Background: an optimization exercise with open tools, aiming at small area, a short achievable clock period and few clock cycles per item. Do not read the settings as production practice.
No run shown here included a check of the RTL's function; only the layout flow was run.

## flow/design.v (module list and top-level ports; edited modules follow where they fit)
// module fir_1: 2352 lines
// module fir_fa: 4 lines
// module fir_ha: 4 lines
module fir_1(
    input clk,
    input reset_p,
    input [15:0]x,
    input act,
    output reg [15:0]y,
    output ready
    );
  // ...
==> flow/flow/run.sh <==
#!/bin/bash
set -euo pipefail
bash standard.sh SETUP_SLACK_MARGIN=5.6 finish > standard.log 2>&1
==> flow/standard.sh <==
#!/bin/bash
# synth_recipe.tcl (not shown) runs the flow's synth.tcl, then flattens the netlist and writes it again
# the make line also repeats each setting of config.mk as NAME=value (left out here)
make -C /OpenROAD-flow-scripts/flow DESIGN_CONFIG=/design/flow/config.mk WORK_HOME=/design/flow/orfs CLKGATE_MAP_FILE= SYNTH_SCRIPT=/design/flow/synth_recipe.tcl "${@:-finish}"
==> flow/config.mk <==
export PLATFORM = sky130hd
export DESIGN_NAME = fir_1
export DESIGN_NICKNAME = fir_1
export VERILOG_FILES = /design/flow/design.v
export SDC_FILE = /design/flow/constraint.sdc
export NUM_CORES = 4
export LEC_CHECK = 0
export ABC_AREA = 1
export CAP_MARGIN = 20
export CORE_MARGIN = 2
export CORE_UTILIZATION = 40
export CTS_BUF_LIST = sky130_fd_sc_hd__clkbuf_16
export CTS_CLUSTER_DIAMETER = 150
export CTS_CLUSTER_SIZE = 20
export SLEW_MARGIN = 20
export SYNTH_HIERARCHICAL = 1
export SYNTH_MINIMUM_KEEP_SIZE = 0
==> flow/constraint.sdc <==
create_clock -name core_clock -period 10.0 [get_ports {clk}]
set_input_delay 2.0000 -clock core_clock [delete_from_list [all_inputs] [get_ports {clk}]]
set_output_delay 2.0000 -clock core_clock [all_outputs]
set_load 0.01 [all_outputs]
==> flow_summary.yaml, run 1 <==
sta:
  clock_skew_ns: 0.0367
  fin_hold_ws_ns: 0.468
  fin_crit_sh: 0.441
  worstMarginPinSlew_ns: 1.03
route:
  drt_pre_antenna_iters: 5
  wl_met2_um: 34300
  wl_met1_um: 30700
  avgViaCountPerCell: 5.00
yosys:
  synthSimpleGateAreaFrac: 0.143
  yosysMostFrequentCell: "nand2_1"
  synth_top_area_frac: 0.395
  synth_top_family_by_area: "adder cells"
layout:
  reg_top3: "rc (30), rs (30), qs (21)"
grt:
  grt_util_met2: 0.358
clock_tree:
  htreeDepth: 1
  cts-resized-gates: 104
floorplanning:
  coreArea_um2: 65700
  die_y_um: 261
  initial_core_util: 0.403
outcome:
  run_status: "timing/DRC/antenna clean"
critical_path:
  path_cells: "fa_2 -> fa_1 -> fa_1 -> inv_2 -> fa_2 -> fa_1 -> inv_2 -> ha_4 -> nand2_4 -> inv_2 -> nand2_2 -> nand2_2 -> nand3b_1 -> nand3_2 -> nand3b_1 -> nand3_2 -> nand2_1"
  path_depth: 17
  reg2reg_to: "y[2]$_DFFE_PP0P_"
==> inputs of run 2 (changes only) <==
==> flow/flow/run.sh (replaced) <==
#!/bin/bash
set -euo pipefail
bash standard.sh SETUP_SLACK_MARGIN=6.0 finish > standard.log 2>&1
==> run 2 against run 1 <==
Against the previous run: area after synthesis did not move; register-to-register slack got worse by 0.05 ns; routed wire length rose by 0.67%; global-route usage barely moved; sequential share of layout area fell by 0.39 points; cell area rose by 2.0%; via count rose by 0.93%.
==> flow_summary.yaml, run 2 <==
outcome:
  run_status: "timing/DRC/antenna clean"
critical_path:
  crit_fanout: 3
  reg2reg_to: "y[11]$_DFFE_PP0P_"
  crit_type: "reg2reg"
  crit_path_max_incr_delay_ns: 0.60
  path_cells: "fa_1 -> fa_1 -> fa_1 -> fa_1 -> inv_2 -> fa_1 -> inv_2 -> ha_4 -> nand2_4 -> inv_4 -> nand2_4 -> or2_1 -> nand3_1 -> nand2_1 -> nand2_1 -> nand2_1 -> nand3_1 -> nand2_1"
  critPathSlowestCell: "fa_1"
  rrSetupSlack_ns: 5.55
  r2r_start: "h0[3]$_DFFE_PP0P_"
  cp_data_required_time_ns: 10.45
  start_kind: "register"
  reg2reg_depth: 18
  cp-end-kind: "register"
  worst-endpoint-arrival_ns: 4.90
  path_common_cell: "fa_1"
route:
  wl_per_cell_um: 19.8
  drt_pre_antenna_iters: 5
  avgViaCountPerCell: 5.01
  ant_nets: 0
  dr.first_iter.drc_count: 1443
  vias: 17800
  route.detailed.drc: 0
  drt_wl_total_um: 70500
sta:
  relSlewSlack: 0.233
  drv_slew: 0
  hold_viol_final: 0
  fin_setup_tns_ns: 0
  grt_setup_unrepaired: "yes"
  period_needed_ns: 4.45
  clock_skew_ns: 0.0242
  fmax_ghz: 0.225
  worstMarginPinSlew_ns: 1.15
  setup_violations: 0
  fin_crit_sh: 0.445
yosys:
  async_reset_ff_frac: 1.00
  synth_edf_count: 0
  yosys_warnings: 7
  ys_types: 37
  seq_area_frac_synth: 0.296
  synth_top_area_frac: 0.395
  ys.flop_type: "dfrtp_1"
  syn_area_per_cell_um2: 10.1
  synth_area_leaders: "fa_1, dfrtp_1, nand2_1"
  synth.cell_area_um2: 26500
  ys_ff_latch: 311
  yosysMostFrequentCell: "nand2_1"
  synthTopCellsByCount: "nand2_1, fa_1, inv_1, dfrtp_1, o21ai_0"
  syn-instance-count: 2630
  yosysTopAreaCell: "fa_1"
min_path:
  worstHoldStart: "rs[28]$_DFFE_PP1P_"
  min_delay_path_depth: 2
  hold_end: "rs[28]$_DFFE_PP1P_"
  hold_class: "reg2reg"
layout:
  fillers: 6266
  layout.nets: 3321
  layout_common_cells: "nand2_1, fa_1, inv_1"
  reg_top3: "rc (30), rs (30), qs (21)"
  register_area_um2: 7910
  final_common_cell: "nand2_1"
  area_delta_synth_final_pct: 11.3
  antenna_cells: 0
  drive_above_1_share: 0.139
  multi_input_area_um2: 17400
  finalInstanceArea_um2: 29500
grt:
  first_global_vias: 19100
  overflow: 0
  grt_max_degree: 182
  antenna_found_initial: 0
  grt_pass1_wl_um: 111000
  track_usage: 0.216
placed_design:
  place_area_um2: 28000
  io_buffers: 34
  gp_congestion: 0.902
  hpwl_um: 55200
clock_tree:
  clkTransAtPathRegs_ns: 0.09
  clock_sinks: 311
  cts_root_buffer: "clkbuf_16"
  clk_latency_ns: 0.56
  htreeDepth: 1
  cts_tree: "built"
  cts_buffers: 19
  cts_max_path_buffers: 3
run:
  cap_viol_max_count: 0
floorplanning:
  die_y_um: 261
  die-width_um: 261
  fp-row-count: 94
  dieArea_um2: 68400
  initial_core_util: 0.403
  ios: 36
  coreArea_um2: 65700
==> run 2: area by class of cell <==
type,count,share of cell area
multi-input combinational,1837,0.591
sequential,311,0.268
inverter,412,0.0542
tap,864,0.0366
timing repair buffer,101,0.0316
clock buffer,19,0.0161
clock inverter,14,0.00221
==> run 2: kinds of logic after synthesis <==
| group | Yosys count | synth area share |
|---|---|---|
| flip-flops | 311 | 0.296 |
| AO/OA/AOI/OAI | 246 | 0.0474 |
| adder cells (fa/ha/maj) | 620 | 0.441 |
| buffers and inverters | 483 | 0.0714 |
| XOR/XNOR | 5 | 0.00165 |
| AND/OR/NAND/NOR | 964 | 0.143 |
| other | 1 | 0.000141 |
==> run 2: worst max-delay path by stage <==
stage	from	to	slack, ns	cells past startpoint
6_report	h0[3]$_DFFE_PP0P_	y[11]$_DFFE_PP0P_	5.55	18
2_1_floorplan	reset_p	h0[0]$_DFFE_PP0P_	3.90	1
5_1_grt	rs[18]$_DFFE_PP1P_	y[11]$_DFFE_PP0P_	5.40	18
4_1_cts	rs[9]$_DFFE_PP1P_	y[11]$_DFFE_PP0P_	5.56	18
3_5_place_dp	x[15]	y[15]$_DFFE_PP0P_	4.61	16
3_3_place_gp	x[7]	y[14]$_DFFE_PP0P_	4.64	17
==> run 2: worst max-delay path: cells and delay by family (launching register included) <==
| kind | cells | cell delay [ns] |
|---|---|---|
| adders and majority gates | 6 | 2.91 |
| and+or+nand+nor | 9 | 0.82 |
| buffers and inverters | 3 | 0.16 |
| DFF | 1 | 0.45 |
==> run 2: Yosys stat by module (local to each module, per instance) <==
| module | copies in the design | cells inside | cell area, µm² |
|---|---|---|---|
| fir_fa | 522 | 1 | 20.0 |
| fir_1 | 1 | 2058 | 15400 |
| fir_ha | 50 | 1 | 12.5 |
==> run 2: routing by layer <==
metal	vias to the layer above	wire length (µm)	GRT usage
met4	0	1830	0.0526
met5	-	0	0
met1	9346	31300	0.304
li1	8014	-	-
met3	73	3140	0.0270
met2	394	34200	0.358
==> run 2: timing repair <==
action                                 4_1_cts  5_1_grt
endpoints found under the hold margin        0        0
pin swaps                                   65       42
setup endpoints to repair                  119      146
setup buffers                               38       20
hold buffers                                 0        0
gates resized for setup                    165       98
==> run 2: metrics by stage <==
step                       util  setup WS, ns  std cells  hold WS (ns)
final                     0.449          5.55       3558         0.470
after global routing      0.449          5.40       3558         0.488
after CTS                 0.443          5.56       3538         0.473
after detailed placement  0.426          4.61       3467         0.460
after global placement    0.426          4.64       3467         0.458
after floorplan               -          3.90       2631         0.445

-- re-timing with driven ports --
The results above use ideal ports. As a check the final layouts listed here were re-extracted and re-timed, cells and wires unchanged.
Step 1, drivers: a clkbuf_16 drives clk and a buf_2 each remaining input, both assumed.
Step 2 also shifts input and output timing later by t, the mid clock arrival at the registers, as if the neighbouring blocks saw the same clock.
Slacks: ideal ports / drivers / drivers and shift; pairs: ideal ports / drivers.
| run | t (ns) | setup WS [ns] | worst hold slack (ns) | worst register clock-pin slew, ns | worst data-port slew with drivers (ns) |
|---|---|---|---|---|---|
| run 1 | 0.599 | 5.593 / 5.593 / 5.148 | 0.468 / 0.468 / 0.468 | 0.11 / 0.11 | 0.07 |
| run 2 | 0.600 | 5.546 / 5.546 / 5.094 | 0.470 / 0.470 / 0.470 | 0.11 / 0.11 | 0.06 |
After both steps every run listed still meets setup and hold. The setup slack of run 2, which loses most, moves by 0.000 ns with the drivers and by -0.452 ns with both steps.
